This design comes from an exercise in tuning for small area and a short achievable clock period on the open sky130 flow, not from production work.
Where RTL was checked, it was by simulation tests only, not by an equivalence proof against the original.
Power figures rest on the tool's default switching activity, not on a simulated workload.

Design datapathB_behavioral, start of the top module:
module datapathB_behavioral
  #(parameter WLx = 8, parameter WLc = 8)
  ( input signed [WLx-1:0] x,
    input signed [WLc-1:0] a, b, c,
    input CLK,
    output signed [(WLx+WLc+WLc)+1:0] outR
  );
  reg [7:0] x1, c1, c2; reg [8:0] w1;
  reg [11:0] ex2;
  reg [15:0] y2; reg [33:0] t1r;
  reg [5:0] zlo3; reg [16:0] zA3, zB3; reg cyk3, clo3; reg [2:0] wh3; reg [22:0] z4;
  wire [11:0] ex0 = {x[7], ((x[7] & ~x[6] & ~x[5]) | (~x[7] & x[6] & x[5])), (x[6] ^ x[5]), x[5], ((x[5] & ~x[4] & ~x[3]) | (~x[5] & x[4] & x[3])), (x[4] ^ x[3]), x[3], ((x[3] & ~x[2] & ~x[1]) | (~x[3] & x[2] & x[1])), (x[2] ^ x[1]), x[1], (x[1] & ~x[0]), x[0]};
  wire [11:0] ex1 = {x1[7], ((x1[7] & ~x1[6] & ~x1[5]) | (~x1[7] & x1[6] & x1[5])), (x1[6] ^ x1[5]), x1[5], ((x1[5] & ~x1[4] & ~x1[3]) | (~x1[5] & x1[4] & x1[3])), (x1[4] ^ x1[3]), x1[3], ((x1[3] & ~x1[2] & ~x1[1]) | (~x1[3] & x1[2] & x1[1])), (x1[2] ^ x1[1]), x1[1], (x1[1] & ~x1[0]), x1[0]};
  wire m_1;
  wire m_2;
  wire m_3;
  wire m_4;
  wire m_5;
  wire m_6;
  wire m_7;
  wire m_8;
  wire m_9;
  wire m_10;
  wire m_11;
  wire m_12;
  wire m_13;
  wire m_14;
  wire m_15;
  wire m_16;
  wire m_17;
  wire m_18;
  wire m_19;
  wire m_20;
  wire m_21;
  wire m_22;
  wire m_23;
  wire m_24;
  wire m_25;
  wire m_26;
  wire m_27;
  wire m_28;
  wire m_29;
  wire m_30;
  wire m_31;
  wire m_32;
  wire m_33;
  wire m_34;
  wire m_35;
  wire m_36;
  wire m_37;
  wire m_38;
  wire m_39;
  wire m_40;
  wire n_1;
  ...
Size in the first run: roughly 160 flip-flops, roughly 9000 um2 of cells after synthesis.
export LEC_CHECK = 0
export ABC_AREA = 1
export CAP_MARGIN = 20
export CORE_MARGIN = 2
export CORE_UTILIZATION = 40
export CTS_BUF_LIST = sky130_fd_sc_hd__clkbuf_8
export CTS_CLUSTER_SIZE = 40
export SETUP_SLACK_MARGIN = 3.5
export SLEW_MARGIN = 20
create_clock -name core_clock -period 6.0 [get_ports {CLK}]
standard.sh (not shown) runs the stock make flow with config.mk's settings and CLKGATE_MAP_FILE= SYNTH_SCRIPT=/design/flow/synth_recipe.tcl, a recipe that flattens the netlist after the stock synthesis.
==> flow/flow/run.sh <==
#!/bin/bash
# Standard ORFS layout (standard.sh) with two changes: every port gets a buf_2 as its port
# buffer instead of the delay buffer that buffer_ports picks by default, and Yosys's synth
# skips its generic ABC pass before full adders are extracted (SYNTH_ARGS=-noabc).
set -euo pipefail
export BUFFER_PORTS_ARGS="-buffer_cell sky130_fd_sc_hd__buf_2"
export SYNTH_ARGS="-noabc"
bash standard.sh > standard_flow.log 2>&1
Edit:
--- a/flow/design.v
+++ b/flow/design.v
@@ -2,19 +2,19 @@
   #(parameter WLx = 8, parameter WLc = 8)
   ( input signed [WLx-1:0] x,
     input signed [WLc-1:0] a, b, c,
     input CLK,
     output signed [(WLx+WLc+WLc)+1:0] outR
   );
   reg [7:0] x1, c1, c2; reg [8:0] w1;
   reg [11:0] ex2;
   reg [15:0] y2; reg [33:0] t1r;
-  reg [5:0] zlo3; reg [16:0] zA3, zB3; reg cyk3, clo3; reg [2:0] wh3; reg [22:0] z4;
+  reg [6:0] zlo3; reg [15:0] zA3, zB3; reg cyk3, clo3; reg [1:0] wh3; reg [22:0] z4;
   wire [11:0] ex0 = {x[7], ((x[7] & ~x[6] & ~x[5]) | (~x[7] & x[6] & x[5])), (x[6] ^ x[5]), x[5], ((x[5] & ~x[4] & ~x[3]) | (~x[5] & x[4] & x[3])), (x[4] ^ x[3]), x[3], ((x[3] & ~x[2] & ~x[1]) | (~x[3] & x[2] & x[1])), (x[2] ^ x[1]), x[1], (x[1] & ~x[0]), x[0]};
   wire [11:0] ex1 = {x1[7], ((x1[7] & ~x1[6] & ~x1[5]) | (~x1[7] & x1[6] & x1[5])), (x1[6] ^ x1[5]), x1[5], ((x1[5] & ~x1[4] & ~x1[3]) | (~x1[5] & x1[4] & x1[3])), (x1[4] ^ x1[3]), x1[3], ((x1[3] & ~x1[2] & ~x1[1]) | (~x1[3] & x1[2] & x1[1])), (x1[2] ^ x1[1]), x1[1], (x1[1] & ~x1[0]), x1[0]};
   wire m_1;
   wire m_2;
   wire m_3;
   wire m_4;
   wire m_5;
   wire m_6;
   wire m_7;
@@ -439,27 +439,27 @@
     assign m_38 = (t1r[30] & t1r[31]) | (t1r[30] & m_16) | (t1r[31] & m_16);
     assign m_39 = t1r[32] ^ 1'b1;
     assign m_40 = t1r[32] & 1'b1;
   wire [33:0] t1w = {n_36, n_35, n_34, n_27, n_46, n_33, n_26, n_44, n_45, n_32, n_42, n_43, n_31, n_40, n_41, n_30, n_38, n_39, n_29, n_37, n_28, n_21, n_20, n_13, n_6, n_19, n_12, n_5, n_11, n_4, n_10, n_3, n_2, n_1};
   wire [22:0] zA = {n_114, n_113, n_173, n_171, n_169, n_167, n_165, n_163, n_161, n_159, n_157, n_155, n_153, n_151, n_149, n_147, n_145, n_143, n_81, n_50, n_49, n_48, n_47};
   wire [22:0] zB = {1'b0, n_174, n_172, n_170, n_168, n_166, n_164, n_162, n_160, n_158, n_156, n_154, n_152, n_150, n_148, n_146, n_144, n_142, n_141, n_65, n_64, 1'b0, 1'b0};
   wire [8:0] w0 = {b[7], b} + {2'b00, {ex0[11], 1'b0, ex0[8], 1'b0, ex0[5], 1'b0, ex0[2]}};
   wire [8:0] w2 = {c2[7], c2} + {2'b00, {ex2[11], 1'b0, ex2[8], 1'b0, ex2[5], 1'b0, ex2[2]}};
   wire [15:0] W1 = {{7{w1[8]}}, w1} + 16'd43776;
-  wire [5:0] Wl = w2[5:0];
-  wire [5:0] ls = zA[5:0] ^ zB[5:0] ^ Wl;
-  wire [5:0] lc = (zA[5:0] & zB[5:0]) | (zA[5:0] & Wl) | (zB[5:0] & Wl);
-  wire [6:0] lo = ls + {lc[4:0], 1'b0};
-  wire [16:0] Wh = {1'b0, 1'b1, 1'b0, 1'b1, 1'b0, 1'b1, ~wh3[2], wh3[2], wh3[2], wh3[2], wh3[2], wh3[2], wh3[2], wh3[2], wh3[2], wh3[1], wh3[0]};
-  wire [16:0] hs = zA3 ^ zB3 ^ Wh;
-  wire [16:0] hc = (zA3 & zB3) | (zA3 & Wh) | (zB3 & Wh);
-  wire [17:0] hsum = {hs, 1'b1} + {hc[15:0], cyk3, clo3};
+  wire [6:0] Wl = w2[6:0];
+  wire [6:0] ls = zA[6:0] ^ zB[6:0] ^ Wl;
+  wire [6:0] lc = (zA[6:0] & zB[6:0]) | (zA[6:0] & Wl) | (zB[6:0] & Wl);
+  wire [7:0] lo = ls + {lc[5:0], 1'b0};
+  wire [15:0] Wh = {1'b0, 1'b1, 1'b0, 1'b1, 1'b0, 1'b1, ~wh3[1], wh3[1], wh3[1], wh3[1], wh3[1], wh3[1], wh3[1], wh3[1], wh3[1], wh3[0]};
+  wire [15:0] hs = zA3 ^ zB3 ^ Wh;
+  wire [15:0] hc = (zA3 & zB3) | (zA3 & Wh) | (zB3 & Wh);
+  wire [16:0] hsum = {hs, 1'b1} + {hc[14:0], cyk3, clo3};
   wire [15:0] yS = {1'b1, t1r[33], m_39, m_37, m_35, m_33, m_31, m_29, m_27, m_25, m_23, m_21, m_19, w1[2], t1r[1], t1r[0]};
   wire [15:0] yT = {1'b0, m_40, m_38, m_36, m_34, m_32, m_30, m_28, m_26, m_24, m_22, m_20, m_18, m_17, w1[1], w1[0]};
   always @(posedge CLK) begin
     x1 <= x; w1 <= w0; c1 <= c; t1r <= t1w;
     ex2 <= ex1; c2 <= c1; y2 <= yS + yT;
-    zlo3 <= lo[5:0]; clo3 <= lo[6]; cyk3 <= lc[5]; wh3 <= w2[8:6]; zA3 <= zA[22:6]; zB3 <= zB[22:6];
-    z4 <= {hsum[17:1], zlo3};
+    zlo3 <= lo[6:0]; clo3 <= lo[7]; cyk3 <= lc[6]; wh3 <= w2[8:7]; zA3 <= zA[22:7]; zB3 <= zB[22:7];
+    z4 <= {hsum[16:1], zlo3};
   end
   assign outR = {{3{z4[22]}}, z4};
 endmodule
Effect: The changed run ran to the end with no violations; clock-buffer cell count is unchanged; worst setup slack gets worse by 0.084 ns; synthesized area increases by about 3.3%; sequential share of layout area went down by 1.5 points; register-to-register slack degrades by 0.08 ns; wire length grows by about 6%; final area climbs by 3.9%; via count increases by 9.2%; clock skew hardly moves.
No run of this note included a check of the RTL's function; only the layout flow was run.

* * *

Another version of the RTL of datapathB_behavioral (not shown whole).
Size in the first run: about 970 cells after synthesis, roughly 160 flip-flops, roughly 9500 µm² of cells after synthesis.
clock: 6.0 ns
lec_check: 0
cap_margin: 20
core_margin: 2
core_utilization: 40
cts_buf_list: sky130_fd_sc_hd__clkbuf_8
cts_cluster_size: 40
setup_slack_margin: 3.3
slew_margin: 20
==> flow/flow/run.sh <==
#!/bin/bash
# Standard ORFS layout (standard.sh), except that every port gets a buf_2 as its port
# buffer instead of the delay buffer that buffer_ports picks by default.
set -euo pipefail
export BUFFER_PORTS_ARGS="-buffer_cell sky130_fd_sc_hd__buf_2"
bash standard.sh > standard_flow.log 2>&1
Next try:
--- a/flow/design.v
+++ b/flow/design.v
@@ -1,20 +1,21 @@
 module datapathB_behavioral
   #(parameter WLx = 8, parameter WLc = 8)
   ( input signed [WLx-1:0] x,
     input signed [WLc-1:0] a, b, c,
     input CLK,
     output signed [(WLx+WLc+WLc)+1:0] outR
   );
-  reg [11:0] ex2; reg [7:0] x1, c1, c2; reg [8:0] w1;
+  reg [7:0] x1, c1, c2; reg [8:0] w1;
+  reg [11:0] ex2;
   reg [15:0] yA1, yB1, y2;
-  reg [22:0] zA3, zB3, z4; reg [8:0] w3;
+  reg [6:0] zlo3; reg [15:0] zA3, zB3; reg cyk3, clo3; reg [1:0] wh3; reg [22:0] z4;
   wire [11:0] ex0 = {x[7], ((x[7] & ~x[6] & ~x[5]) | (~x[7] & x[6] & x[5])), (x[6] ^ x[5]), x[5], ((x[5] & ~x[4] & ~x[3]) | (~x[5] & x[4] & x[3])), (x[4] ^ x[3]), x[3], ((x[3] & ~x[2] & ~x[1]) | (~x[3] & x[2] & x[1])), (x[2] ^ x[1]), x[1], (x[1] & ~x[0]), x[0]};
   wire [11:0] ex1 = {x1[7], ((x1[7] & ~x1[6] & ~x1[5]) | (~x1[7] & x1[6] & x1[5])), (x1[6] ^ x1[5]), x1[5], ((x1[5] & ~x1[4] & ~x1[3]) | (~x1[5] & x1[4] & x1[3])), (x1[4] ^ x1[3]), x1[3], ((x1[3] & ~x1[2] & ~x1[1]) | (~x1[3] & x1[2] & x1[1])), (x1[2] ^ x1[1]), x1[1], (x1[1] & ~x1[0]), x1[0]};
   wire n_1;
   wire n_2;
   wire n_3;
   wire n_4;
   wire n_5;
   wire n_6;
   wire n_7;
   wire n_8;
@@ -394,23 +395,29 @@
   assign n_190 = (n_114 & n_129) | (n_114 & n_158) | (n_129 & n_158);
   assign n_191 = n_115 ^ n_130;
   assign n_192 = n_115 & n_130;
   wire [15:0] yA = {1'b0, n_36, n_35, n_63, n_61, n_59, n_57, n_55, n_53, n_51, n_49, n_19, n_4, n_3, n_2, n_1};
   wire [15:0] yB = {1'b0, 1'b0, n_64, n_62, n_60, n_58, n_56, n_54, n_52, n_50, n_48, n_47, n_11, n_10, 1'b0, 1'b0};
   wire [22:0] zA = {n_132, n_131, n_191, n_189, n_187, n_185, n_183, n_181, n_179, n_177, n_175, n_173, n_171, n_169, n_167, n_165, n_163, n_161, n_99, n_68, n_67, n_66, n_65};
   wire [22:0] zB = {1'b0, n_192, n_190, n_188, n_186, n_184, n_182, n_180, n_178, n_176, n_174, n_172, n_170, n_168, n_166, n_164, n_162, n_160, n_159, n_83, n_82, 1'b0, 1'b0};
   wire [8:0] w0 = {b[7], b} + {2'b00, {ex0[11], 1'b0, ex0[8], 1'b0, ex0[5], 1'b0, ex0[2]}};
   wire [8:0] w2 = {c2[7], c2} + {2'b00, {ex2[11], 1'b0, ex2[8], 1'b0, ex2[5], 1'b0, ex2[2]}};
   wire [15:0] W1 = {{7{w1[8]}}, w1} + 16'd43776;
-  wire [22:0] W2 = {{14{w3[8]}}, w3} + 23'd2818048;
   wire [15:0] s1s = yA1 ^ yB1 ^ W1;
   wire [15:0] s1c = (yA1 & yB1) | (yA1 & W1) | (yB1 & W1);
-  wire [22:0] s3s = zA3 ^ zB3 ^ W2;
-  wire [22:0] s3c = (zA3 & zB3) | (zA3 & W2) | (zB3 & W2);
+  wire [6:0] Wl = w2[6:0];
+  wire [6:0] ls = zA[6:0] ^ zB[6:0] ^ Wl;
+  wire [6:0] lc = (zA[6:0] & zB[6:0]) | (zA[6:0] & Wl) | (zB[6:0] & Wl);
+  wire [7:0] lo = ls + {lc[5:0], 1'b0};
+  wire [22:0] W2f = {{14{wh3[1]}}, wh3, 7'd0} + 23'd2818048;
+  wire [15:0] Wh = W2f[22:7];
+  wire [15:0] hs = zA3 ^ zB3 ^ Wh;
+  wire [15:0] hc = (zA3 & zB3) | (zA3 & Wh) | (zB3 & Wh);
+  wire [16:0] hsum = {hs, 1'b1} + {hc[14:0], cyk3, clo3};
   always @(posedge CLK) begin
     x1 <= x; w1 <= w0; c1 <= c; yA1 <= yA; yB1 <= yB;
     ex2 <= ex1; c2 <= c1; y2 <= s1s + {s1c[14:0], 1'b0};
-    zA3 <= zA; zB3 <= zB; w3 <= w2;
-    z4 <= s3s + {s3c[21:0], 1'b0};
+    zlo3 <= lo[6:0]; clo3 <= lo[7]; cyk3 <= lc[6]; wh3 <= w2[8:7]; zA3 <= zA[22:7]; zB3 <= zB[22:7];
+    z4 <= {hsum[16:1], zlo3};
   end
   assign outR = {{3{z4[22]}}, z4};
 endmodule
After rerunning: Clock power increases by 3.2%; area after synthesis decreases by 1.9%; cell area decreases by 1.7%; hold slack loses 6.8 ps; final cell count decreases by 2.0%; clock-buffer cell count stays the same; sequential power decreases by about 5%; combinational power decreases by 5.8%; setup slack gains 9.8 ps; synthesized cell count increases by 0.31%; power decreases by 4.5%; non-clock buffer count increases by 1.

## afterwards: timing with drivers on the ports
In the flow no input, the clock included, has a driving cell. The finished layouts below were timed again as built, in two steps. Step 1 sets driving cells, clkbuf_16 on the clock port and buf_2 on the other inputs (assumed; they add their load-dependent delay and slew). Step 2 times the ports against the registers' clock, not the clock port: input delays grow and output delays shrink by t, the midpoint of the rising clock arrivals with the driver on. Slacks: ideal / step 1 / step 2; pairs: ideal / step 1.
| run | shift t [ns] | slack for setup (ns) | worst setup path after step 2 | cell pins on the clock port's net |
|---|---|---|---|---|
| the first run of note 1 | 0.493 | 3.553 / 3.553 / 3.107 | input to register | 1 |
| the second run of note 1 | 0.492 | 3.470 / 3.470 / 3.161 | input to register | 1 |
| the first run of note 2 | 0.491 | 3.365 / 3.293 / 2.801 | input to register | 1 |
| the second run of note 2 | 0.483 | 3.375 / 3.333 / 2.850 | input to register | 1 |
After both steps setup and hold are still met in every run listed. The setup slack of the first run of note 2, which loses most, moves by -0.072 ns with the drivers and by -0.564 ns with both steps.
